Background: an optimization exercise with open tools, aiming at small area, a short achievable clock period and few clock cycles per item. Do not read the settings as production practice. No run shown here included a check of the RTL's function; only the layout flow was run.

==> flow/design.v (outline; a module is shown in full before it is edited, if it fits) <==
// module sigmoid_unit: 682 lines
// module pfxi_row_h3_r11_11_11: 45 lines
// module pfxi_row_h3_r12_12_12: 51 lines
// module pfxi_row_h3_r13_13_13: 53 lines
// module pfxi_row_h3_r14_14_14: 57 lines
// module pfxi_row_h3_r15_15_15: 61 lines
// module pfxi_row_bk_r15_16_16: 67 lines
// module pfxi_row_bk_r16_16_16: 67 lines
// module pfxi_row_bk_r16_17_16: 69 lines
module sigmoid_unit (
    input  wire               clk,
    input  wire               rst,
    input  wire               in_valid,
    input  wire signed [15:0] net_in,
    output wire               out_valid,
    output wire signed [31:0] f_net,
    output wire signed [31:0] x,
    output wire signed [31:0] y,
    output wire signed [31:0] z
);
  // ...
==> flow/flow/run.sh <==
#!/bin/bash
set -euo pipefail
export BUFFER_PORTS_ARGS="-buffer_cell sky130_fd_sc_hd__buf_1"
# one tie cell drives all constant outputs
export SKIP_REPAIR_TIE_FANOUT=1
# stronger flip-flops where one drives several output buffers
export POST_GLOBAL_PLACE_TCL=$PWD/flow/upsize_out_ff.tcl UPSIZE_FF4_MIN=4 UPSIZE_FF2_MIN=2
bash standard.sh > standard.log 2>&1
==> flow/flow/upsize_out_ff.tcl <==
# Give the flip-flops that drive several output-port buffers (the copies of
# the sign bits, and the z bits that also drive f_net) a stronger drive.
set block [ord::get_db_block]
set n_up 0
foreach inst [$block getInsts] {
  if {[[$inst getMaster] getName] ne "sky130_fd_sc_hd__dfxtp_1"} { continue }
  set q [$inst findITerm Q]
  set net [$q getNet]
  if {$net eq "NULL"} { continue }
  set nout 0
  foreach it [$net getITerms] {
    if {[string match "output*" [[$it getInst] getName]]} { incr nout }
  }
  if {$nout >= $::env(UPSIZE_FF4_MIN)} {
    replace_cell [$inst getName] sky130_fd_sc_hd__dfxtp_4
    incr n_up
  } elseif {$nout >= $::env(UPSIZE_FF2_MIN)} {
    replace_cell [$inst getName] sky130_fd_sc_hd__dfxtp_2
    incr n_up
  }
}
puts "upsize_out_ff: resized $n_up flip-flops"
==> flow/standard.sh <==
#!/bin/bash
# synth_recipe.tcl (not shown) runs the flow's synth.tcl, then flattens the netlist and writes it again
# the make line also repeats each setting of config.mk as NAME=value (left out here)
make -C /OpenROAD-flow-scripts/flow DESIGN_CONFIG=/design/flow/config.mk WORK_HOME=/design/flow/orfs CLKGATE_MAP_FILE= SYNTH_SCRIPT=/design/flow/synth_recipe.tcl "${@:-finish}"
==> flow/config.mk <==
export PLATFORM = sky130hd
export DESIGN_NAME = sigmoid_unit
export DESIGN_NICKNAME = sigmoid_unit
export VERILOG_FILES = /design/flow/design.v
export SDC_FILE = /design/flow/constraint.sdc
export NUM_CORES = 4
export LEC_CHECK = 0
export ABC_AREA = 1
export CAP_MARGIN = 20
export CORE_MARGIN = 2
export CORE_UTILIZATION = 40
export SLEW_MARGIN = 20
==> flow/constraint.sdc <==
create_clock -name core_clock -period 62.0 [get_ports {clk}]
set_input_delay 12.4000 -clock core_clock [delete_from_list [all_inputs] [get_ports {clk}]]
set_output_delay 12.4000 -clock core_clock [all_outputs]
set_load 0.01 [all_outputs]
==> results.txt, run 1 <==
Flops & latches, synth = 102
CP Launch Type = flip-flop
FF-to-FF setup slack = 50.30 ns
Non-clk bufs = 105
Bufs and invs on worst path = 1
Row count = 60
M1 GR Usage = 18.5%
CTS Buffer Depth = 2
Total Nets Final = 1640
Crit-path cells = buf_1
Final hold viol count = 0
Peak fanout along the critical path = 5
Synth top area share = 18.4%
Inverter count = 179
Multi-input gate share of total cell area = 65.9%
Crit path capture type = output pin
M1 WL = 9.59 mm
Largest net degree at the start of global routing = 47
Seq/total area = 18.0%
Cells on worst reg2reg path = 69
Gr ovfl total = 0
Outcome = timing/DRC/antenna clean
Clock Skew = 0.00988 ns
Port Buf Inserts = 101
Average wire per standard cell = 11.8 µm
FF-to-FF End = t1[13]
Placed cell area = 11200 µm²
==> run 2, diff against run 1 <==
--- a/flow/design.v
+++ b/flow/design.v
@@ -4,138 +4,48 @@
     input  wire               in_valid,
     input  wire signed [15:0] net_in,
     output wire               out_valid,
     output wire signed [31:0] f_net,
     output wire signed [31:0] x,
     output wire signed [31:0] y,
     output wire signed [31:0] z
 );
-reg [14:0] nx_q;
-reg        s_q;
+reg [15:0] net_q;
 reg        v0;
 always @(posedge clk) begin
-    nx_q  <= net_in[14:0] ^ {15{net_in[15]}};
-    s_q   <= net_in[15];
+    net_q <= net_in;
     v0    <= in_valid & ~rst;
 end
-wire        s0 = s_q;
-wire [15:0] nx0 = {1'b0, nx_q};
-wire [15:0] dp0;
-wire [16:0] dp0_p, dp0_g;
-assign dp0_g[0] = s0; assign dp0_p[0] = 1'b0;
-assign dp0_p[1] = (nx0[0]) ^ (1'b0); assign dp0_g[1] = (nx0[0]) & (1'b0);
-assign dp0_p[2] = (nx0[1]) ^ (1'b0); assign dp0_g[2] = (nx0[1]) & (1'b0);
-assign dp0_p[3] = (nx0[2]) ^ (1'b0); assign dp0_g[3] = (nx0[2]) & (1'b0);
-assign dp0_p[4] = (nx0[3]) ^ (1'b1); assign dp0_g[4] = (nx0[3]) & (1'b1);
-assign dp0_p[5] = (nx0[4]) ^ (1'b0); assign dp0_g[5] = (nx0[4]) & (1'b0);
-assign dp0_p[6] = (nx0[5]) ^ (1'b1); assign dp0_g[6] = (nx0[5]) & (1'b1);
-assign dp0_p[7] = (nx0[6]) ^ (1'b1); assign dp0_g[7] = (nx0[6]) & (1'b1);
-assign dp0_p[8] = (nx0[7]) ^ (1'b1); assign dp0_g[8] = (nx0[7]) & (1'b1);
-assign dp0_p[9] = (nx0[8]) ^ (1'b1); assign dp0_g[9] = (nx0[8]) & (1'b1);
-assign dp0_p[10] = (nx0[9]) ^ (1'b1); assign dp0_g[10] = (nx0[9]) & (1'b1);
-assign dp0_p[11] = (nx0[10]) ^ (1'b0); assign dp0_g[11] = (nx0[10]) & (1'b0);
-assign dp0_p[12] = (nx0[11]) ^ (1'b0); assign dp0_g[12] = (nx0[11]) & (1'b0);
-assign dp0_p[13] = (nx0[12]) ^ (1'b0); assign dp0_g[13] = (nx0[12]) & (1'b0);
-assign dp0_p[14] = (nx0[13]) ^ (1'b0); assign dp0_g[14] = (nx0[13]) & (1'b0);
-assign dp0_p[15] = (nx0[14]) ^ (1'b0); assign dp0_g[15] = (nx0[14]) & (1'b0);
-assign dp0_p[16] = (nx0[15]) ^ (1'b0); assign dp0_g[16] = (nx0[15]) & (1'b0);
-wire dp0_g0_1 = dp0_g[1] | (dp0_p[1] & dp0_g[0]);
-wire dp0_p0_1 = dp0_p[1] & dp0_p[0];
-wire dp0_g0_4 = dp0_g[4] | (dp0_p[4] & dp0_g[3]);
-wire dp0_p0_4 = dp0_p[4] & dp0_p[3];
-wire dp0_g0_7 = dp0_g[7] | (dp0_p[7] & dp0_g[6]);
-wire dp0_p0_7 = dp0_p[7] & dp0_p[6];
-wire dp0_g0_10 = dp0_g[10] | (dp0_p[10] & dp0_g[9]);
-wire dp0_p0_10 = dp0_p[10] & dp0_p[9];
-wire dp0_g0_13 = dp0_g[13] | (dp0_p[13] & dp0_g[12]);
-wire dp0_p0_13 = dp0_p[13] & dp0_p[12];
-wire dp0_g0_16 = dp0_g[16] | (dp0_p[16] & dp0_g[15]);
-wire dp0_p0_16 = dp0_p[16] & dp0_p[15];
-wire dp0_g1_2 = dp0_g[2] | (dp0_p[2] & dp0_g0_1);
-wire dp0_p1_2 = dp0_p[2] & dp0_p0_1;
-wire dp0_g1_5 = dp0_g[5] | (dp0_p[5] & dp0_g0_4);
-wire dp0_p1_5 = dp0_p[5] & dp0_p0_4;
-wire dp0_g1_8 = dp0_g[8] | (dp0_p[8] & dp0_g0_7);
-wire dp0_p1_8 = dp0_p[8] & dp0_p0_7;
-wire dp0_g1_11 = dp0_g[11] | (dp0_p[11] & dp0_g0_10);
-wire dp0_p1_11 = dp0_p[11] & dp0_p0_10;
-wire dp0_g1_14 = dp0_g[14] | (dp0_p[14] & dp0_g0_13);
-wire dp0_p1_14 = dp0_p[14] & dp0_p0_13;
-wire dp0_g2_5 = dp0_g1_5 | (dp0_p1_5 & dp0_g1_2);
-wire dp0_p2_5 = dp0_p1_5 & dp0_p1_2;
-wire dp0_g2_11 = dp0_g1_11 | (dp0_p1_11 & dp0_g1_8);
-wire dp0_p2_11 = dp0_p1_11 & dp0_p1_8;
-wire dp0_g3_8 = dp0_g1_8 | (dp0_p1_8 & dp0_g2_5);
-wire dp0_p3_8 = dp0_p1_8 & dp0_p2_5;
-wire dp0_g3_11 = dp0_g2_11 | (dp0_p2_11 & dp0_g2_5);
-wire dp0_p3_11 = dp0_p2_11 & dp0_p2_5;
-wire dp0_g4_14 = dp0_g1_14 | (dp0_p1_14 & dp0_g3_11);
-wire dp0_p4_14 = dp0_p1_14 & dp0_p3_11;
-wire dp0_g5_3 = dp0_g[3] | (dp0_p[3] & dp0_g1_2);
-wire dp0_p5_3 = dp0_p[3] & dp0_p1_2;
-wire dp0_g5_4 = dp0_g0_4 | (dp0_p0_4 & dp0_g1_2);
-wire dp0_p5_4 = dp0_p0_4 & dp0_p1_2;
-wire dp0_g5_6 = dp0_g[6] | (dp0_p[6] & dp0_g2_5);
-wire dp0_p5_6 = dp0_p[6] & dp0_p2_5;
-wire dp0_g5_7 = dp0_g0_7 | (dp0_p0_7 & dp0_g2_5);
-wire dp0_p5_7 = dp0_p0_7 & dp0_p2_5;
-wire dp0_g5_9 = dp0_g[9] | (dp0_p[9] & dp0_g3_8);
-wire dp0_p5_9 = dp0_p[9] & dp0_p3_8;
-wire dp0_g5_10 = dp0_g0_10 | (dp0_p0_10 & dp0_g3_8);
-wire dp0_p5_10 = dp0_p0_10 & dp0_p3_8;
-wire dp0_g5_12 = dp0_g[12] | (dp0_p[12] & dp0_g3_11);
-wire dp0_p5_12 = dp0_p[12] & dp0_p3_11;
-wire dp0_g5_13 = dp0_g0_13 | (dp0_p0_13 & dp0_g3_11);
-wire dp0_p5_13 = dp0_p0_13 & dp0_p3_11;
-wire dp0_g5_15 = dp0_g[15] | (dp0_p[15] & dp0_g4_14);
-wire dp0_p5_15 = dp0_p[15] & dp0_p4_14;
-wire dp0_g5_16 = dp0_g0_16 | (dp0_p0_16 & dp0_g4_14);
-wire dp0_p5_16 = dp0_p0_16 & dp0_p4_14;
-assign dp0[0] = dp0_p[1] ^ dp0_g[0];
-assign dp0[1] = dp0_p[2] ^ dp0_g0_1;
-assign dp0[2] = dp0_p[3] ^ dp0_g1_2;
-assign dp0[3] = dp0_p[4] ^ dp0_g5_3;
-assign dp0[4] = dp0_p[5] ^ dp0_g5_4;
-assign dp0[5] = dp0_p[6] ^ dp0_g2_5;
-assign dp0[6] = dp0_p[7] ^ dp0_g5_6;
-assign dp0[7] = dp0_p[8] ^ dp0_g5_7;
-assign dp0[8] = dp0_p[9] ^ dp0_g3_8;
-assign dp0[9] = dp0_p[10] ^ dp0_g5_9;
-assign dp0[10] = dp0_p[11] ^ dp0_g5_10;
-assign dp0[11] = dp0_p[12] ^ dp0_g3_11;
-assign dp0[12] = dp0_p[13] ^ dp0_g5_12;
-assign dp0[13] = dp0_p[14] ^ dp0_g5_13;
-assign dp0[14] = dp0_p[15] ^ dp0_g4_14;
-assign dp0[15] = dp0_p[16] ^ dp0_g5_15;
-wire [15:0] d0 = dp0;
-wire [10:0] tk9 = ~11'd1953;    
+wire        s0 = net_q[15];
+wire [15:0] d0 = ~((net_q ^ {16{s0}}) + {15'd0, s0} + 16'd1000);
+wire [10:0] tk9 = 11'd1953;
 wire [10:0] df9;
 wire        ge9;
-pfxi_row_h3_r11_11_11 row9 (.t(tk9), .d(d0[10:0]), .hz(~|d0[15:11]), .ge(ge9), .r(df9));
+pfxn_row_h3_11_11 row9 (.t(tk9), .d(d0[10:0]), .hz(&d0[15:11]), .ge(ge9), .r(df9));
 wire [10:0] tr9 = df9;
-wire [11:0] tk8 = {tr9, 1'b1};
+wire [11:0] tk8 = {tr9, 1'b0};
 wire [11:0] df8;
 wire        ge8;
-pfxi_row_h3_r12_12_12 row8 (.t(tk8), .d(d0[11:0]), .hz(~|d0[15:12]), .ge(ge8), .r(df8));
+pfxn_row_h3_12_12 row8 (.t(tk8), .d(d0[11:0]), .hz(&d0[15:12]), .ge(ge8), .r(df8));
 wire [11:0] tr8 = df8;
-wire [12:0] tk7 = {tr8, 1'b1};
+wire [12:0] tk7 = {tr8, 1'b0};
 wire [12:0] df7;
 wire        ge7;
-pfxi_row_h3_r13_13_13 row7 (.t(tk7), .d(d0[12:0]), .hz(~|d0[15:13]), .ge(ge7), .r(df7));
+pfxn_row_h3_13_13 row7 (.t(tk7), .d(d0[12:0]), .hz(&d0[15:13]), .ge(ge7), .r(df7));
 wire [12:0] tr7 = df7;
-wire [13:0] tk6 = {tr7, 1'b1};
+wire [13:0] tk6 = {tr7, 1'b0};
 wire [13:0] df6;
 wire        ge6;
-pfxi_row_h3_r14_14_14 row6 (.t(tk6), .d(d0[13:0]), .hz(~|d0[15:14]), .ge(ge6), .r(df6));
+pfxn_row_h3_14_14 row6 (.t(tk6), .d(d0[13:0]), .hz(&d0[15:14]), .ge(ge6), .r(df6));
 wire [13:0] tr6 = df6;
-wire [14:0] tk5 = {tr6, 1'b0};
+wire [14:0] tk5 = {tr6, 1'b1};
 wire [14:0] df5;
 wire        ge5;
-pfxi_row_h3_r15_15_15 row5 (.t(tk5), .d(d0[14:0]), .hz(~|d0[15:15]), .ge(ge5), .r(df5));
+pfxn_row_h3_15_15 row5 (.t(tk5), .d(d0[14:0]), .hz(&d0[15:15]), .ge(ge5), .r(df5));
 wire [14:0] tr5 = df5;
 reg [15:0] d1;
 reg        s1;
 reg        v1;
 reg [14:0] t1;
 reg        q9_1;
 reg        q8_1;
 reg        q7_1;
@@ -147,40 +57,41 @@
     v1 <= v0 & ~rst;
     t1 <= tr5;
     q9_1 <= ge9;
     q8_1 <= ge8;
     q7_1 <= ge7;
     q6_1 <= ge6;
     q5_1 <= ge5;
 end
-wire [15:0] tk4 = {t1, 1'b0};
-wire [14:0] df4;
+wire [15:0] tk4 = {t1, 1'b1};
+wire [15:0] df4;
 wire        ge4;
-pfxi_row_bk_r15_16_16 row4 (.t(tk4), .d(d1[15:0]), .hz(1'b1), .ge(ge4), .r(df4));
-wire [14:0] tr4 = df4;
-wire [15:0] tk3 = {tr4, 1'b0};
-wire [14:0] df3;
+pfxn_row_bk_16_16 row4 (.t(tk4), .d(d1[15:0]), .hz(1'b1), .ge(ge4), .r(df4));
+wire [15:0] tr4 = df4;
+wire [16:0] tk3 = {tr4, 1'b1};
+wire [15:0] df3;
 wire        ge3;
-pfxi_row_bk_r15_16_16 row3 (.t(tk3), .d(d1[15:0]), .hz(1'b1), .ge(ge3), .r(df3));
-wire [14:0] tr3 = df3;
-wire [15:0] tk2 = {tr3, 1'b0};
-wire [14:0] df2;
+pfxn_row_bk_17_16 row3 (.t(tk3), .d(d1[15:0]), .hz(1'b1), .ge(ge3), .r(df3));
+wire [15:0] tr3 = df3;
+wire [16:0] tk2 = {tr3, 1'b1};
+wire [15:0] df2;
 wire        ge2;
-pfxi_row_bk_r15_16_16 row2 (.t(tk2), .d(d1[15:0]), .hz(1'b1), .ge(ge2), .r(df2));
-wire [14:0] tr2 = df2;
-wire [15:0] tk1 = {tr2, 1'b0};
+pfxn_row_bk_17_16 row2 (.t(tk2), .d(d1[15:0]), .hz(1'b1), .ge(ge2), .r(df2));
+wire [15:0] tr2 = df2;
+wire [16:0] tk1 = {tr2, 1'b1};
 wire [15:0] df1;
 wire        ge1;
-pfxi_row_bk_r16_16_16 row1 (.t(tk1), .d(d1[15:0]), .hz(1'b1), .ge(ge1), .r(df1));
+pfxn_row_bk_17_16 row1 (.t(tk1), .d(d1[15:0]), .hz(1'b1), .ge(ge1), .r(df1));
 wire [15:0] tr1 = df1;
-wire [16:0] tk0 = {tr1, 1'b0};
+wire [16:0] tk0 = {tr1, 1'b1};
 wire [15:0] df0;
 wire        ge0;
-pfxi_row_bk_r16_17_16 row0 (.t(tk0), .d(d1[15:0]), .hz(1'b1), .ge(ge0), .r(df0));
+pfxn_row_bk_17_16 row0 (.t(tk0), .d(d1[15:0]), .hz(1'b1), .ge(ge0), .r(df0));
+wire [15:0] Dv = ~d1;
 wire [8:0]  qh = {q9_1, q8_1, q7_1, q6_1, q5_1, ge4, ge3, ge2, ge1};
 wire        q0 = ge0;
 wire [8:0] v;
 wire [9:0] v_p, v_g;
 assign v_g[0] = 1'b0; assign v_p[0] = 1'b0;
 assign v_p[1] = (~qh[0]) ^ (1'b0); assign v_g[1] = (~qh[0]) & (1'b0);
 assign v_p[2] = (~qh[1]) ^ (1'b0); assign v_g[2] = (~qh[1]) & (1'b0);
 assign v_p[3] = (~qh[2]) ^ (1'b1); assign v_g[3] = (~qh[2]) & (1'b1);
@@ -397,39 +308,39 @@
 assign qh1[4] = qh1_p[5] ^ qh1_g2_4;
 assign qh1[5] = qh1_p[6] ^ qh1_g2_5;
 assign qh1[6] = qh1_p[7] ^ qh1_g2_6;
 assign qh1[7] = qh1_p[8] ^ qh1_g2_7;
 assign qh1[8] = qh1_p[9] ^ qh1_g3_8;
 assign qh1[9] = qh1_p[10] ^ qh1_g3_9;
 wire [9:0]  yv  = s1 ? (q0 ? {nv[8:0], 1'b0} : {~v, 1'b1}) : {v, ~q0};
 wire [9:0]  zv  = s1 ? (q0 ? qh1 : {1'b0, qh}) : zp;
-wire        yneg0 = s1 & (d1 >= 16'd1002);
-wire        yneg1 = s1 & (d1 != 16'd1001);
-wire        yneg2 = s1 & ((|d1[15:10]) | (d1[9:0] >= 10'd1002));
-wire        yneg3 = s1 & (d1[15:1] != 15'd500);
+wire        yneg0 = s1 & (Dv >= 16'd1002);
+wire        yneg1 = s1 & (Dv != 16'd1001);
+wire        yneg2 = s1 & ((|Dv[15:10]) | (Dv[9:0] >= 10'd1002));
+wire        yneg3 = s1 & (Dv[15:1] != 15'd500);
 wire [15:0] nn;
 wire [16:0] nn_p, nn_g;
 assign nn_g[0] = 1'b0; assign nn_p[0] = 1'b0;
-assign nn_p[1] = (d1[0] ^ s1) ^ (s1); assign nn_g[1] = (d1[0] ^ s1) & (s1);
-assign nn_p[2] = (d1[1] ^ s1) ^ (1'b0); assign nn_g[2] = (d1[1] ^ s1) & (1'b0);
-assign nn_p[3] = (d1[2] ^ s1) ^ (1'b0); assign nn_g[3] = (d1[2] ^ s1) & (1'b0);
-assign nn_p[4] = (d1[3] ^ s1) ^ (1'b1); assign nn_g[4] = (d1[3] ^ s1) & (1'b1);
-assign nn_p[5] = (d1[4] ^ s1) ^ (~s1); assign nn_g[5] = (d1[4] ^ s1) & (~s1);
-assign nn_p[6] = (d1[5] ^ s1) ^ (s1); assign nn_g[6] = (d1[5] ^ s1) & (s1);
-assign nn_p[7] = (d1[6] ^ s1) ^ (s1); assign nn_g[7] = (d1[6] ^ s1) & (s1);
-assign nn_p[8] = (d1[7] ^ s1) ^ (s1); assign nn_g[8] = (d1[7] ^ s1) & (s1);
-assign nn_p[9] = (d1[8] ^ s1) ^ (s1); assign nn_g[9] = (d1[8] ^ s1) & (s1);
-assign nn_p[10] = (d1[9] ^ s1) ^ (s1); assign nn_g[10] = (d1[9] ^ s1) & (s1);
-assign nn_p[11] = (d1[10] ^ s1) ^ (~s1); assign nn_g[11] = (d1[10] ^ s1) & (~s1);
-assign nn_p[12] = (d1[11] ^ s1) ^ (~s1); assign nn_g[12] = (d1[11] ^ s1) & (~s1);
-assign nn_p[13] = (d1[12] ^ s1) ^ (~s1); assign nn_g[13] = (d1[12] ^ s1) & (~s1);
-assign nn_p[14] = (d1[13] ^ s1) ^ (~s1); assign nn_g[14] = (d1[13] ^ s1) & (~s1);
-assign nn_p[15] = (d1[14] ^ s1) ^ (~s1); assign nn_g[15] = (d1[14] ^ s1) & (~s1);
-assign nn_p[16] = (d1[15] ^ s1) ^ (~s1); assign nn_g[16] = (d1[15] ^ s1) & (~s1);
+assign nn_p[1] = (Dv[0] ^ s1) ^ (s1); assign nn_g[1] = (Dv[0] ^ s1) & (s1);
+assign nn_p[2] = (Dv[1] ^ s1) ^ (1'b0); assign nn_g[2] = (Dv[1] ^ s1) & (1'b0);
+assign nn_p[3] = (Dv[2] ^ s1) ^ (1'b0); assign nn_g[3] = (Dv[2] ^ s1) & (1'b0);
+assign nn_p[4] = (Dv[3] ^ s1) ^ (1'b1); assign nn_g[4] = (Dv[3] ^ s1) & (1'b1);
+assign nn_p[5] = (Dv[4] ^ s1) ^ (~s1); assign nn_g[5] = (Dv[4] ^ s1) & (~s1);
+assign nn_p[6] = (Dv[5] ^ s1) ^ (s1); assign nn_g[6] = (Dv[5] ^ s1) & (s1);
+assign nn_p[7] = (Dv[6] ^ s1) ^ (s1); assign nn_g[7] = (Dv[6] ^ s1) & (s1);
+assign nn_p[8] = (Dv[7] ^ s1) ^ (s1); assign nn_g[8] = (Dv[7] ^ s1) & (s1);
+assign nn_p[9] = (Dv[8] ^ s1) ^ (s1); assign nn_g[9] = (Dv[8] ^ s1) & (s1);
+assign nn_p[10] = (Dv[9] ^ s1) ^ (s1); assign nn_g[10] = (Dv[9] ^ s1) & (s1);
+assign nn_p[11] = (Dv[10] ^ s1) ^ (~s1); assign nn_g[11] = (Dv[10] ^ s1) & (~s1);
+assign nn_p[12] = (Dv[11] ^ s1) ^ (~s1); assign nn_g[12] = (Dv[11] ^ s1) & (~s1);
+assign nn_p[13] = (Dv[12] ^ s1) ^ (~s1); assign nn_g[13] = (Dv[12] ^ s1) & (~s1);
+assign nn_p[14] = (Dv[13] ^ s1) ^ (~s1); assign nn_g[14] = (Dv[13] ^ s1) & (~s1);
+assign nn_p[15] = (Dv[14] ^ s1) ^ (~s1); assign nn_g[15] = (Dv[14] ^ s1) & (~s1);
+assign nn_p[16] = (Dv[15] ^ s1) ^ (~s1); assign nn_g[16] = (Dv[15] ^ s1) & (~s1);
 wire nn_g0_1 = nn_g[1] | (nn_p[1] & nn_g[0]);
 wire nn_p0_1 = nn_p[1] & nn_p[0];
 wire nn_g1_2 = nn_g[2] | (nn_p[2] & nn_g0_1);
 wire nn_p1_2 = nn_p[2] & nn_p0_1;
 wire nn_g2_3 = nn_g[3] | (nn_p[3] & nn_g1_2);
 wire nn_p2_3 = nn_p[3] & nn_p1_2;
 wire nn_g3_4 = nn_g[4] | (nn_p[4] & nn_g2_3);
 wire nn_p3_4 = nn_p[4] & nn_p2_3;
@@ -652,94 +563,101 @@
 assign xx[15] = xx_p[16] ^ xx_g14_15;
 assign xx[16] = xx_p[17] ^ xx_g15_16;
 assign xx[17] = xx_p[18] ^ xx_g16_17;
 assign xx[18] = xx_p[19] ^ xx_g17_18;
 assign xx[19] = xx_p[20] ^ xx_g18_19;
 assign xx[20] = xx_p[21] ^ xx_g19_20;
 assign xx[21] = xx_p[22] ^ xx_g20_21;
 reg        vo;
-reg [1:0] xs;
+reg [2:0] xs;
 reg [3:0] ys;
 reg [21:0] xr;
 reg [9:0]  yr;
 reg [9:0]  zr;
 always @(posedge clk) begin
     vo <= v1 & ~rst;
     xs[0] <= s1;
-    xs[1] <= s1 & (d1 != 16'd1000);
+    xs[1] <= s1 & (Dv != 16'd1000);
+    xs[2] <= nn[15];
     ys[0] <= yneg0;
     ys[1] <= yneg1;
     ys[2] <= yneg2;
     ys[3] <= yneg3;
     xr <= xx;
     yr <= yv;
     zr <= zv;
 end
 assign out_valid = vo;
-assign x     = {xs[0], xs[0], xs[0], xs[0], xs[1], xs[1], xs[1], xr, 3'b000};
+assign x     = {xs[0], xs[0], xs[0], xs[1], xs[1], xs[2], xs[2], xr, 3'b000};
 assign y     = {ys[0], ys[0], ys[0], ys[0], ys[0], ys[0], ys[1], ys[1], ys[1], ys[1], ys[1], ys[2], ys[2], ys[2], ys[2], ys[2], ys[2], ys[3], ys[3], ys[3], ys[3], ys[3], yr};
 assign z     = {21'd0, zr, yr[0]};
 assign f_net = {22'd0, zr};
 endmodule
-module pfxi_row_h3_r11_11_11 (
+module pfxn_row_h3_11_11 (
     input  wire [10:0] t,
     input  wire [10:0] d,
     input  wire        hz,
     output wire        ge,
     output wire [10:0] r
 );
 wire [10:0] dd = d;
-wire [10:0] p = t ^ dd;    
-wire [10:0] g = t & dd;    
+wire [11:0] p = {t ^ dd, 1'b0};
+wire [11:0] g = {t & dd, 1'b1};    
 wire g0_1 = g[1] | (p[1] & g[0]);
 wire p0_1 = p[1] & p[0];
 wire g0_4 = g[4] | (p[4] & g[3]);
 wire p0_4 = p[4] & p[3];
 wire g0_7 = g[7] | (p[7] & g[6]);
 wire p0_7 = p[7] & p[6];
 wire g0_10 = g[10] | (p[10] & g[9]);
 wire p0_10 = p[10] & p[9];
 wire g1_2 = g[2] | (p[2] & g0_1);
 wire p1_2 = p[2] & p0_1;
 wire g1_5 = g[5] | (p[5] & g0_4);
 wire p1_5 = p[5] & p0_4;
 wire g1_8 = g[8] | (p[8] & g0_7);
 wire p1_8 = p[8] & p0_7;
+wire g1_11 = g[11] | (p[11] & g0_10);
+wire p1_11 = p[11] & p0_10;
 wire g2_5 = g1_5 | (p1_5 & g1_2);
 wire p2_5 = p1_5 & p1_2;
+wire g2_11 = g1_11 | (p1_11 & g1_8);
+wire p2_11 = p1_11 & p1_8;
 wire g3_8 = g1_8 | (p1_8 & g2_5);
 wire p3_8 = p1_8 & p2_5;
+wire g3_11 = g2_11 | (p2_11 & g2_5);
+wire p3_11 = p2_11 & p2_5;
 wire g4_3 = g[3] | (p[3] & g1_2);
 wire p4_3 = p[3] & p1_2;
 wire g4_4 = g0_4 | (p0_4 & g1_2);
 wire p4_4 = p0_4 & p1_2;
 wire g4_6 = g[6] | (p[6] & g2_5);
 wire p4_6 = p[6] & p2_5;
 wire g4_7 = g0_7 | (p0_7 & g2_5);
 wire p4_7 = p0_7 & p2_5;
 wire g4_9 = g[9] | (p[9] & g3_8);
 wire p4_9 = p[9] & p3_8;
 wire g4_10 = g0_10 | (p0_10 & g3_8);
 wire p4_10 = p0_10 & p3_8;
-wire [10:0] bi = {g4_9, g3_8, g4_7, g4_6, g2_5, g4_4, g4_3, g1_2, g0_1, g[0], 1'b0};
-assign ge = hz & ~g4_10;
-wire [10:0] dn = p ^ bi;    
-assign r  = ge ? dn[10:0] : t[10:0];
+wire [10:0] ci = {g4_10, g4_9, g3_8, g4_7, g4_6, g2_5, g4_4, g4_3, g1_2, g0_1, g[0]};
+assign ge = hz & g3_11;
+wire [10:0] sm = p[11:1] ^ ci;
+assign r  = ge ? sm[10:0] : t[10:0];
 endmodule
-module pfxi_row_h3_r12_12_12 (
+module pfxn_row_h3_12_12 (
     input  wire [11:0] t,
     input  wire [11:0] d,
     input  wire        hz,
     output wire        ge,
     output wire [11:0] r
 );
 wire [11:0] dd = d;
-wire [11:0] p = t ^ dd;    
-wire [11:0] g = t & dd;    
+wire [12:0] p = {t ^ dd, 1'b0};
+wire [12:0] g = {t & dd, 1'b1};    
 wire g0_1 = g[1] | (p[1] & g[0]);
 wire p0_1 = p[1] & p[0];
 wire g0_4 = g[4] | (p[4] & g[3]);
 wire p0_4 = p[4] & p[3];
 wire g0_7 = g[7] | (p[7] & g[6]);
 wire p0_7 = p[7] & p[6];
 wire g0_10 = g[10] | (p[10] & g[9]);
 wire p0_10 = p[10] & p[9];
@@ -766,39 +684,43 @@
 wire g4_6 = g[6] | (p[6] & g2_5);
 wire p4_6 = p[6] & p2_5;
 wire g4_7 = g0_7 | (p0_7 & g2_5);
 wire p4_7 = p0_7 & p2_5;
 wire g4_9 = g[9] | (p[9] & g3_8);
 wire p4_9 = p[9] & p3_8;
 wire g4_10 = g0_10 | (p0_10 & g3_8);
 wire p4_10 = p0_10 & p3_8;
-wire [11:0] bi = {g4_10, g4_9, g3_8, g4_7, g4_6, g2_5, g4_4, g4_3, g1_2, g0_1, g[0], 1'b0};
-assign ge = hz & ~g3_11;
-wire [11:0] dn = p ^ bi;    
-assign r  = ge ? dn[11:0] : t[11:0];
+wire g4_12 = g[12] | (p[12] & g3_11);
+wire p4_12 = p[12] & p3_11;
+wire [11:0] ci = {g3_11, g4_10, g4_9, g3_8, g4_7, g4_6, g2_5, g4_4, g4_3, g1_2, g0_1, g[0]};
+assign ge = hz & g4_12;
+wire [11:0] sm = p[12:1] ^ ci;
+assign r  = ge ? sm[11:0] : t[11:0];
 endmodule
-module pfxi_row_h3_r13_13_13 (
+module pfxn_row_h3_13_13 (
     input  wire [12:0] t,
     input  wire [12:0] d,
     input  wire        hz,
     output wire        ge,
     output wire [12:0] r
 );
 wire [12:0] dd = d;
-wire [12:0] p = t ^ dd;    
-wire [12:0] g = t & dd;    
+wire [13:0] p = {t ^ dd, 1'b0};
+wire [13:0] g = {t & dd, 1'b1};    
 wire g0_1 = g[1] | (p[1] & g[0]);
 wire p0_1 = p[1] & p[0];
 wire g0_4 = g[4] | (p[4] & g[3]);
 wire p0_4 = p[4] & p[3];
 wire g0_7 = g[7] | (p[7] & g[6]);
 wire p0_7 = p[7] & p[6];
 wire g0_10 = g[10] | (p[10] & g[9]);
 wire p0_10 = p[10] & p[9];
+wire g0_13 = g[13] | (p[13] & g[12]);
+wire p0_13 = p[13] & p[12];
 wire g1_2 = g[2] | (p[2] & g0_1);
 wire p1_2 = p[2] & p0_1;
 wire g1_5 = g[5] | (p[5] & g0_4);
 wire p1_5 = p[5] & p0_4;
 wire g1_8 = g[8] | (p[8] & g0_7);
 wire p1_8 = p[8] & p0_7;
 wire g1_11 = g[11] | (p[11] & g0_10);
 wire p1_11 = p[11] & p0_10;
@@ -819,31 +741,33 @@
 wire g4_7 = g0_7 | (p0_7 & g2_5);
 wire p4_7 = p0_7 & p2_5;
 wire g4_9 = g[9] | (p[9] & g3_8);
 wire p4_9 = p[9] & p3_8;
 wire g4_10 = g0_10 | (p0_10 & g3_8);
 wire p4_10 = p0_10 & p3_8;
 wire g4_12 = g[12] | (p[12] & g3_11);
 wire p4_12 = p[12] & p3_11;
-wire [12:0] bi = {g3_11, g4_10, g4_9, g3_8, g4_7, g4_6, g2_5, g4_4, g4_3, g1_2, g0_1, g[0], 1'b0};
-assign ge = hz & ~g4_12;
-wire [12:0] dn = p ^ bi;    
-assign r  = ge ? dn[12:0] : t[12:0];
+wire g4_13 = g0_13 | (p0_13 & g3_11);
+wire p4_13 = p0_13 & p3_11;
+wire [12:0] ci = {g4_12, g3_11, g4_10, g4_9, g3_8, g4_7, g4_6, g2_5, g4_4, g4_3, g1_2, g0_1, g[0]};
+assign ge = hz & g4_13;
+wire [12:0] sm = p[13:1] ^ ci;
+assign r  = ge ? sm[12:0] : t[12:0];
 endmodule
-module pfxi_row_h3_r14_14_14 (
+module pfxn_row_h3_14_14 (
     input  wire [13:0] t,
     input  wire [13:0] d,
     input  wire        hz,
     output wire        ge,
     output wire [13:0] r
 );
 wire [13:0] dd = d;
-wire [13:0] p = t ^ dd;    
-wire [13:0] g = t & dd;    
+wire [14:0] p = {t ^ dd, 1'b0};
+wire [14:0] g = {t & dd, 1'b1};    
 wire g0_1 = g[1] | (p[1] & g[0]);
 wire p0_1 = p[1] & p[0];
 wire g0_4 = g[4] | (p[4] & g[3]);
 wire p0_4 = p[4] & p[3];
 wire g0_7 = g[7] | (p[7] & g[6]);
 wire p0_7 = p[7] & p[6];
 wire g0_10 = g[10] | (p[10] & g[9]);
 wire p0_10 = p[10] & p[9];
@@ -852,55 +776,59 @@
 wire g1_2 = g[2] | (p[2] & g0_1);
 wire p1_2 = p[2] & p0_1;
 wire g1_5 = g[5] | (p[5] & g0_4);
 wire p1_5 = p[5] & p0_4;
 wire g1_8 = g[8] | (p[8] & g0_7);
 wire p1_8 = p[8] & p0_7;
 wire g1_11 = g[11] | (p[11] & g0_10);
 wire p1_11 = p[11] & p0_10;
+wire g1_14 = g[14] | (p[14] & g0_13);
+wire p1_14 = p[14] & p0_13;
 wire g2_5 = g1_5 | (p1_5 & g1_2);
 wire p2_5 = p1_5 & p1_2;
 wire g2_11 = g1_11 | (p1_11 & g1_8);
 wire p2_11 = p1_11 & p1_8;
 wire g3_8 = g1_8 | (p1_8 & g2_5);
 wire p3_8 = p1_8 & p2_5;
 wire g3_11 = g2_11 | (p2_11 & g2_5);
 wire p3_11 = p2_11 & p2_5;
-wire g4_3 = g[3] | (p[3] & g1_2);
-wire p4_3 = p[3] & p1_2;
-wire g4_4 = g0_4 | (p0_4 & g1_2);
-wire p4_4 = p0_4 & p1_2;
-wire g4_6 = g[6] | (p[6] & g2_5);
-wire p4_6 = p[6] & p2_5;
-wire g4_7 = g0_7 | (p0_7 & g2_5);
-wire p4_7 = p0_7 & p2_5;
-wire g4_9 = g[9] | (p[9] & g3_8);
-wire p4_9 = p[9] & p3_8;
-wire g4_10 = g0_10 | (p0_10 & g3_8);
-wire p4_10 = p0_10 & p3_8;
-wire g4_12 = g[12] | (p[12] & g3_11);
-wire p4_12 = p[12] & p3_11;
-wire g4_13 = g0_13 | (p0_13 & g3_11);
-wire p4_13 = p0_13 & p3_11;
-wire [13:0] bi = {g4_12, g3_11, g4_10, g4_9, g3_8, g4_7, g4_6, g2_5, g4_4, g4_3, g1_2, g0_1, g[0], 1'b0};
-assign ge = hz & ~g4_13;
-wire [13:0] dn = p ^ bi;    
-assign r  = ge ? dn[13:0] : t[13:0];
+wire g4_14 = g1_14 | (p1_14 & g3_11);
+wire p4_14 = p1_14 & p3_11;
+wire g5_3 = g[3] | (p[3] & g1_2);
+wire p5_3 = p[3] & p1_2;
+wire g5_4 = g0_4 | (p0_4 & g1_2);
+wire p5_4 = p0_4 & p1_2;
+wire g5_6 = g[6] | (p[6] & g2_5);
+wire p5_6 = p[6] & p2_5;
+wire g5_7 = g0_7 | (p0_7 & g2_5);
+wire p5_7 = p0_7 & p2_5;
+wire g5_9 = g[9] | (p[9] & g3_8);
+wire p5_9 = p[9] & p3_8;
+wire g5_10 = g0_10 | (p0_10 & g3_8);
+wire p5_10 = p0_10 & p3_8;
+wire g5_12 = g[12] | (p[12] & g3_11);
+wire p5_12 = p[12] & p3_11;
+wire g5_13 = g0_13 | (p0_13 & g3_11);
+wire p5_13 = p0_13 & p3_11;
+wire [13:0] ci = {g5_13, g5_12, g3_11, g5_10, g5_9, g3_8, g5_7, g5_6, g2_5, g5_4, g5_3, g1_2, g0_1, g[0]};
+assign ge = hz & g4_14;
+wire [13:0] sm = p[14:1] ^ ci;
+assign r  = ge ? sm[13:0] : t[13:0];
 endmodule
-module pfxi_row_h3_r15_15_15 (
+module pfxn_row_h3_15_15 (
     input  wire [14:0] t,
     input  wire [14:0] d,
     input  wire        hz,
     output wire        ge,
     output wire [14:0] r
 );
 wire [14:0] dd = d;
-wire [14:0] p = t ^ dd;    
-wire [14:0] g = t & dd;    
+wire [15:0] p = {t ^ dd, 1'b0};
+wire [15:0] g = {t & dd, 1'b1};    
 wire g0_1 = g[1] | (p[1] & g[0]);
 wire p0_1 = p[1] & p[0];
 wire g0_4 = g[4] | (p[4] & g[3]);
 wire p0_4 = p[4] & p[3];
 wire g0_7 = g[7] | (p[7] & g[6]);
 wire p0_7 = p[7] & p[6];
 wire g0_10 = g[10] | (p[10] & g[9]);
 wire p0_10 = p[10] & p[9];
@@ -937,98 +865,33 @@
 wire g5_9 = g[9] | (p[9] & g3_8);
 wire p5_9 = p[9] & p3_8;
 wire g5_10 = g0_10 | (p0_10 & g3_8);
 wire p5_10 = p0_10 & p3_8;
 wire g5_12 = g[12] | (p[12] & g3_11);
 wire p5_12 = p[12] & p3_11;
 wire g5_13 = g0_13 | (p0_13 & g3_11);
 wire p5_13 = p0_13 & p3_11;
-wire [14:0] bi = {g5_13, g5_12, g3_11, g5_10, g5_9, g3_8, g5_7, g5_6, g2_5, g5_4, g5_3, g1_2, g0_1, g[0], 1'b0};
-assign ge = hz & ~g4_14;
-wire [14:0] dn = p ^ bi;    
-assign r  = ge ? dn[14:0] : t[14:0];
-endmodule
-module pfxi_row_bk_r15_16_16 (
-    input  wire [15:0] t,
-    input  wire [15:0] d,
-    input  wire        hz,
-    output wire        ge,
-    output wire [14:0] r
-);
-wire [15:0] dd = d;
-wire [15:0] p = t ^ dd;    
-wire [15:0] g = t & dd;    
-wire g0_1 = g[1] | (p[1] & g[0]);
-wire p0_1 = p[1] & p[0];
-wire g0_3 = g[3] | (p[3] & g[2]);
-wire p0_3 = p[3] & p[2];
-wire g0_5 = g[5] | (p[5] & g[4]);
-wire p0_5 = p[5] & p[4];
-wire g0_7 = g[7] | (p[7] & g[6]);
-wire p0_7 = p[7] & p[6];
-wire g0_9 = g[9] | (p[9] & g[8]);
-wire p0_9 = p[9] & p[8];
-wire g0_11 = g[11] | (p[11] & g[10]);
-wire p0_11 = p[11] & p[10];
-wire g0_13 = g[13] | (p[13] & g[12]);
-wire p0_13 = p[13] & p[12];
-wire g0_15 = g[15] | (p[15] & g[14]);
-wire p0_15 = p[15] & p[14];
-wire g1_3 = g0_3 | (p0_3 & g0_1);
-wire p1_3 = p0_3 & p0_1;
-wire g1_7 = g0_7 | (p0_7 & g0_5);
-wire p1_7 = p0_7 & p0_5;
-wire g1_11 = g0_11 | (p0_11 & g0_9);
-wire p1_11 = p0_11 & p0_9;
-wire g1_15 = g0_15 | (p0_15 & g0_13);
-wire p1_15 = p0_15 & p0_13;
-wire g2_7 = g1_7 | (p1_7 & g1_3);
-wire p2_7 = p1_7 & p1_3;
-wire g2_15 = g1_15 | (p1_15 & g1_11);
-wire p2_15 = p1_15 & p1_11;
-wire g3_15 = g2_15 | (p2_15 & g2_7);
-wire p3_15 = p2_15 & p2_7;
-wire g4_11 = g1_11 | (p1_11 & g2_7);
-wire p4_11 = p1_11 & p2_7;
-wire g5_5 = g0_5 | (p0_5 & g1_3);
-wire p5_5 = p0_5 & p1_3;
-wire g5_9 = g0_9 | (p0_9 & g2_7);
-wire p5_9 = p0_9 & p2_7;
-wire g5_13 = g0_13 | (p0_13 & g4_11);
-wire p5_13 = p0_13 & p4_11;
-wire g6_2 = g[2] | (p[2] & g0_1);
-wire p6_2 = p[2] & p0_1;
-wire g6_4 = g[4] | (p[4] & g1_3);
-wire p6_4 = p[4] & p1_3;
-wire g6_6 = g[6] | (p[6] & g5_5);
-wire p6_6 = p[6] & p5_5;
-wire g6_8 = g[8] | (p[8] & g2_7);
-wire p6_8 = p[8] & p2_7;
-wire g6_10 = g[10] | (p[10] & g5_9);
-wire p6_10 = p[10] & p5_9;
-wire g6_12 = g[12] | (p[12] & g4_11);
-wire p6_12 = p[12] & p4_11;
-wire g6_14 = g[14] | (p[14] & g5_13);
-wire p6_14 = p[14] & p5_13;
-wire [15:0] bi = {g6_14, g5_13, g6_12, g4_11, g6_10, g5_9, g6_8, g2_7, g6_6, g5_5, g6_4, g1_3, g6_2, g0_1, g[0], 1'b0};
-assign ge = hz & ~g3_15;
-wire [15:0] dn = p ^ bi;    
-assign r  = ge ? dn[14:0] : t[14:0];
+wire g5_15 = g[15] | (p[15] & g4_14);
+wire p5_15 = p[15] & p4_14;
+wire [14:0] ci = {g4_14, g5_13, g5_12, g3_11, g5_10, g5_9, g3_8, g5_7, g5_6, g2_5, g5_4, g5_3, g1_2, g0_1, g[0]};
+assign ge = hz & g5_15;
+wire [14:0] sm = p[15:1] ^ ci;
+assign r  = ge ? sm[14:0] : t[14:0];
 endmodule
-module pfxi_row_bk_r16_16_16 (
+module pfxn_row_bk_16_16 (
     input  wire [15:0] t,
     input  wire [15:0] d,
     input  wire        hz,
     output wire        ge,
     output wire [15:0] r
 );
 wire [15:0] dd = d;
-wire [15:0] p = t ^ dd;    
-wire [15:0] g = t & dd;    
+wire [16:0] p = {t ^ dd, 1'b0};
+wire [16:0] g = {t & dd, 1'b1};    
 wire g0_1 = g[1] | (p[1] & g[0]);
 wire p0_1 = p[1] & p[0];
 wire g0_3 = g[3] | (p[3] & g[2]);
 wire p0_3 = p[3] & p[2];
 wire g0_5 = g[5] | (p[5] & g[4]);
 wire p0_5 = p[5] & p[4];
 wire g0_7 = g[7] | (p[7] & g[6]);
 wire p0_7 = p[7] & p[6];
@@ -1071,47 +934,51 @@
 wire g6_8 = g[8] | (p[8] & g2_7);
 wire p6_8 = p[8] & p2_7;
 wire g6_10 = g[10] | (p[10] & g5_9);
 wire p6_10 = p[10] & p5_9;
 wire g6_12 = g[12] | (p[12] & g4_11);
 wire p6_12 = p[12] & p4_11;
 wire g6_14 = g[14] | (p[14] & g5_13);
 wire p6_14 = p[14] & p5_13;
-wire [15:0] bi = {g6_14, g5_13, g6_12, g4_11, g6_10, g5_9, g6_8, g2_7, g6_6, g5_5, g6_4, g1_3, g6_2, g0_1, g[0], 1'b0};
-assign ge = hz & ~g3_15;
-wire [15:0] dn = p ^ bi;    
-assign r  = ge ? dn[15:0] : t[15:0];
+wire g6_16 = g[16] | (p[16] & g3_15);
+wire p6_16 = p[16] & p3_15;
+wire [15:0] ci = {g3_15, g6_14, g5_13, g6_12, g4_11, g6_10, g5_9, g6_8, g2_7, g6_6, g5_5, g6_4, g1_3, g6_2, g0_1, g[0]};
+assign ge = hz & g6_16;
+wire [15:0] sm = p[16:1] ^ ci;
+assign r  = ge ? sm[15:0] : t[15:0];
 endmodule
-module pfxi_row_bk_r16_17_16 (
+module pfxn_row_bk_17_16 (
     input  wire [16:0] t,
     input  wire [15:0] d,
     input  wire        hz,
     output wire        ge,
     output wire [15:0] r
 );
-wire [16:0] dd = {1'd0, d};
-wire [16:0] p = t ^ dd;    
-wire [16:0] g = t & dd;    
+wire [16:0] dd = {{1{1'b1}}, d};
+wire [17:0] p = {t ^ dd, 1'b0};
+wire [17:0] g = {t & dd, 1'b1};    
 wire g0_1 = g[1] | (p[1] & g[0]);
 wire p0_1 = p[1] & p[0];
 wire g0_3 = g[3] | (p[3] & g[2]);
 wire p0_3 = p[3] & p[2];
 wire g0_5 = g[5] | (p[5] & g[4]);
 wire p0_5 = p[5] & p[4];
 wire g0_7 = g[7] | (p[7] & g[6]);
 wire p0_7 = p[7] & p[6];
 wire g0_9 = g[9] | (p[9] & g[8]);
 wire p0_9 = p[9] & p[8];
 wire g0_11 = g[11] | (p[11] & g[10]);
 wire p0_11 = p[11] & p[10];
 wire g0_13 = g[13] | (p[13] & g[12]);
 wire p0_13 = p[13] & p[12];
 wire g0_15 = g[15] | (p[15] & g[14]);
 wire p0_15 = p[15] & p[14];
+wire g0_17 = g[17] | (p[17] & g[16]);
+wire p0_17 = p[17] & p[16];
 wire g1_3 = g0_3 | (p0_3 & g0_1);
 wire p1_3 = p0_3 & p0_1;
 wire g1_7 = g0_7 | (p0_7 & g0_5);
 wire p1_7 = p0_7 & p0_5;
 wire g1_11 = g0_11 | (p0_11 & g0_9);
 wire p1_11 = p0_11 & p0_9;
 wire g1_15 = g0_15 | (p0_15 & g0_13);
 wire p1_15 = p0_15 & p0_13;
@@ -1124,29 +991,31 @@
 wire g4_11 = g1_11 | (p1_11 & g2_7);
 wire p4_11 = p1_11 & p2_7;
 wire g5_5 = g0_5 | (p0_5 & g1_3);
 wire p5_5 = p0_5 & p1_3;
 wire g5_9 = g0_9 | (p0_9 & g2_7);
 wire p5_9 = p0_9 & p2_7;
 wire g5_13 = g0_13 | (p0_13 & g4_11);
 wire p5_13 = p0_13 & p4_11;
+wire g5_17 = g0_17 | (p0_17 & g3_15);
+wire p5_17 = p0_17 & p3_15;
 wire g6_2 = g[2] | (p[2] & g0_1);
 wire p6_2 = p[2] & p0_1;
 wire g6_4 = g[4] | (p[4] & g1_3);
 wire p6_4 = p[4] & p1_3;
 wire g6_6 = g[6] | (p[6] & g5_5);
 wire p6_6 = p[6] & p5_5;
 wire g6_8 = g[8] | (p[8] & g2_7);
 wire p6_8 = p[8] & p2_7;
 wire g6_10 = g[10] | (p[10] & g5_9);
 wire p6_10 = p[10] & p5_9;
 wire g6_12 = g[12] | (p[12] & g4_11);
 wire p6_12 = p[12] & p4_11;
 wire g6_14 = g[14] | (p[14] & g5_13);
 wire p6_14 = p[14] & p5_13;
 wire g6_16 = g[16] | (p[16] & g3_15);
 wire p6_16 = p[16] & p3_15;
-wire [16:0] bi = {g3_15, g6_14, g5_13, g6_12, g4_11, g6_10, g5_9, g6_8, g2_7, g6_6, g5_5, g6_4, g1_3, g6_2, g0_1, g[0], 1'b0};
-assign ge = hz & ~g6_16;
-wire [16:0] dn = p ^ bi;    
-assign r  = ge ? dn[15:0] : t[15:0];
+wire [16:0] ci = {g6_16, g3_15, g6_14, g5_13, g6_12, g4_11, g6_10, g5_9, g6_8, g2_7, g6_6, g5_5, g6_4, g1_3, g6_2, g0_1, g[0]};
+assign ge = hz & g5_17;
+wire [16:0] sm = p[17:1] ^ ci;
+assign r  = ge ? sm[15:0] : t[15:0];
 endmodule
==> flow/flow/run.sh (replaced) <==
#!/bin/bash
set -euo pipefail
export BUFFER_PORTS_ARGS="-buffer_cell sky130_fd_sc_hd__buf_1"
bash standard.sh > standard.log 2>&1
removed: flow/flow/upsize_out_ff.tcl
==> run 2 against run 1 <==
First-iteration DRC count up 2.7%. Flip-flop and latch count up 1. Register-to-register slack worse by 4.8 ns. Final area up 1.1%. Clock-buffer cell count up 1. Area after synthesis up 0.16%. Fmax down 19%. Still clean. Cell count up 5.5%. Via count up 3.8%. Routed wire length up 6.4%.
==> results.txt, run 2 <==
Row count = 60 (unchanged)
Detail Route Antenna Nets = 0
RePlAce Congestion = 0.863
Setup Fix Bufs, Post-CTS = 0
Synth top area share = 18.6% (+0.15 points)
TritonCTS Sinks = 103
Syn-to-layout area delta = 4.94%
Top post-synthesis cells by count = nand2_1 (320), inv_1 (198), ha_1 (146)
Final hold viol count = 0 (unchanged)
Top-count cell post-synth = nand2_1
Syn Inst Count = 1445
DIE WIDTH = 170 µm
Critical-path top delay cell = fa_1
Drt drc = 0
Top Registers = xr (22), d1 (16), net_q (16)
Placed insts = 1856
Die area = 29100 µm²
Syn Std Cell Area = 11100 µm²
Vias per cell = 4.65
Total Wirelength = 22.2 mm
Outcome = timing/DRC/antenna clean
Port Buf Inserts = 101 (unchanged)
Hold Path Class = reg2reg
I/O Pins = 148
Critical Path RT = 62.24 ns
Worst path most repeated cell = nand2_1
Iter 0 DRT Violations = 305
Most frequent cells in the layout = nand2_1 (320), inv_1 (198), ha_1 (146), o21ai_0 (104), dfxtp_1 (102)
CTS root buf = clkbuf_16
Final core occ = 42.9%
Worst setup margin = 45.53 ns
Starting density of the core = 40.9%
First-pass GRT wire length = 38.4 mm
Synth cell types = 53
Sequential area share after synthesis = 18.6%
Clk slew on worst S/H paths = 0.07 ns
Placed cell area = 11400 µm² (+1.3%)
Vias in the first global route = 8503
Core box area = 27100 µm²
CTS Buffer Depth = 2 (unchanged)
Fmax = 60.7 MHz
Drt pass-1 iters = 4
Detail Placement HPWL = 18.9 mm
Synth Flop Type = dfxtp_1
Fin cells = 1872
Worst path arrival time = 16.71 ns
Warnings from Yosys = 1
Final setup TNS = 0 ns
Largest net degree at the start of global routing = 43 (-8.5%)
Initial antenna violation count = 0
Max reg flops = 22
Post-synth EDFFs = 0
Area leader, netlist = dfxtp_1
# hold bufs at CTS = 0
Synth top area cells = dfxtp_1 (19%), ha_1 (16%), fa_1 (13%), nand2_1 (11%), inv_1 (6.7%)
Clock Skew = 0.00695 ns (-0.00293 ns)
Gr ovfl total = 0 (unchanged)
Most common cell after layout, fill and taps aside = nand2_1
Number of diodes = 0
PostCTS Resize Cnt = 0
Num CTS Buffers = 9
Peak fanout along the critical path = 25 (+20)
Average wire per standard cell = 11.9 µm (+0.92%)
CP Launch Type = flip-flop
Most flops, register = xr
Flops & latches, synth = 103 (+0.98%)
Die Height = 170 µm
Final setup violation count = 0
Shortest period the worst path allows = 16.47 ns
Avg Cell Area, Syn = 7.67 µm²
Pre-CTS WS = 45.35 ns
H-tree lvl count = 3
RSZ-0062 raised after global routing = no
Worst Tran Pin Value = 1.06 ns
Synth async-reset ratio = 0%
Latest clock arrival within the worst-skew pair = 0.35 ns
Fill cells = 2774
Crit path capture type = flip-flop
Crit-path max cell delay = 0.69 ns
GRT Overall Usage = 16.1%
Max Slew Vio Count = 0
Fin crit share = 26.6%
Worst slew margin = 29.5%
Total Nets Final = 1732 (+5.6%)
Max-cap violations = 0
TritonCTS clock tree = yes
Crit Path Class = reg2reg
Post-route cell area = 11600 µm²
Via Count = 8698
Layout cells sized above 1 = 4.73%
==> run 2: final cells by class <==
cell class	count	area [µm²]	area share (%)
Inverter	206	776	6.67
Clock buffer	11	233	2.00
Clock inverter	5	42.5	0.366
Multi-Input combinational cell	1072	7660	65.8
Timing Repair Buffer	103	394	3.39
Tap cell	372	465	4.00
Sequential cell	103	2060	17.7
==> run 2: worst paths after layout <==
check,from,to,slack [ns],cells past startpoint
setup / recovery,d1[1],yr[7],45.53,89
hold / removal,v0,v1,0.41,2
hold reg to reg,v0,v1,0.41,2
setup reg to reg,d1[1],yr[7],45.53,89
==> run 2: layer usage <==
| layer | vias up | global-route usage [%] | routed length (µm) |
|---|---|---|---|
| met5 | - | 0 | 0 |
| met4 | 0 | 4.94 | 497 |
| met3 | 29 | 2.04 | 583 |
| met2 | 137 | 30.0 | 11100 |
| met1 | 3946 | 19.2 | 10100 |
| li1 | 4586 | - | - |
==> run 2: critical path, delay by kind of cell, from the launching register on <==
family          cells  cell delay, ns
compound gates     29            5.71
simple gates       39            4.50
buf+inv            14            3.05
fa+ha+maj           6            2.33
flops               1            0.53
xor+xnor            1            0.16
==> run 2: cells by family after synthesis <==
logic type                 count (synthesis)  share of synthesized area, %
and+or+nand+nor                          514                          20.3
buffers and inverters                    315                          13.8
adders and majority gates                218                          29.5
AOI/OAI and AO/OA                        202                          10.1
DFF                                      103                          18.6
xor gates and xnor gates                  92                          7.67
other                                      1                        0.0338
==> run 2: metrics by stage <==
stage | hold WS (ns)
6_report | 0.406
3_3_place_gp | 0.392
2_1_floorplan | 0.367
5_1_grt | 0.424
4_1_cts | 0.409
3_5_place_dp | 0.396

[port drivers added, routing unchanged]
No port has a modelled driver above. Below, the same layouts with a new extraction and two added sets of constraints. Step 1 sets driving cells, clkbuf_16 on the clock port and buf_2 on the other inputs (assumed; they add their load-dependent delay and slew). Step 2 times the ports against the registers' clock, not the clock port: input delays grow and output delays shrink by t, the midpoint of the rising clock arrivals with the driver on. a / b / c = ideal / step 1 / step 2; a / b = the first two.
run	t, ns	setup slack, ns	clock arrival spread, ns	worst register clock-pin slew, ns	worst data-port slew with drivers (ns)
run 1	0.393	48.731 / 48.695 / 48.581	0.010 / 0.010	0.08 / 0.08	0.03
run 2	0.396	45.531 / 45.531 / 45.531	0.008 / 0.008	0.07 / 0.07	0.03
After both steps setup and hold are still met in every run listed. For run 1, which loses most, drivers alone change the setup slack by -0.036 ns; drivers and shift together by -0.150 ns.
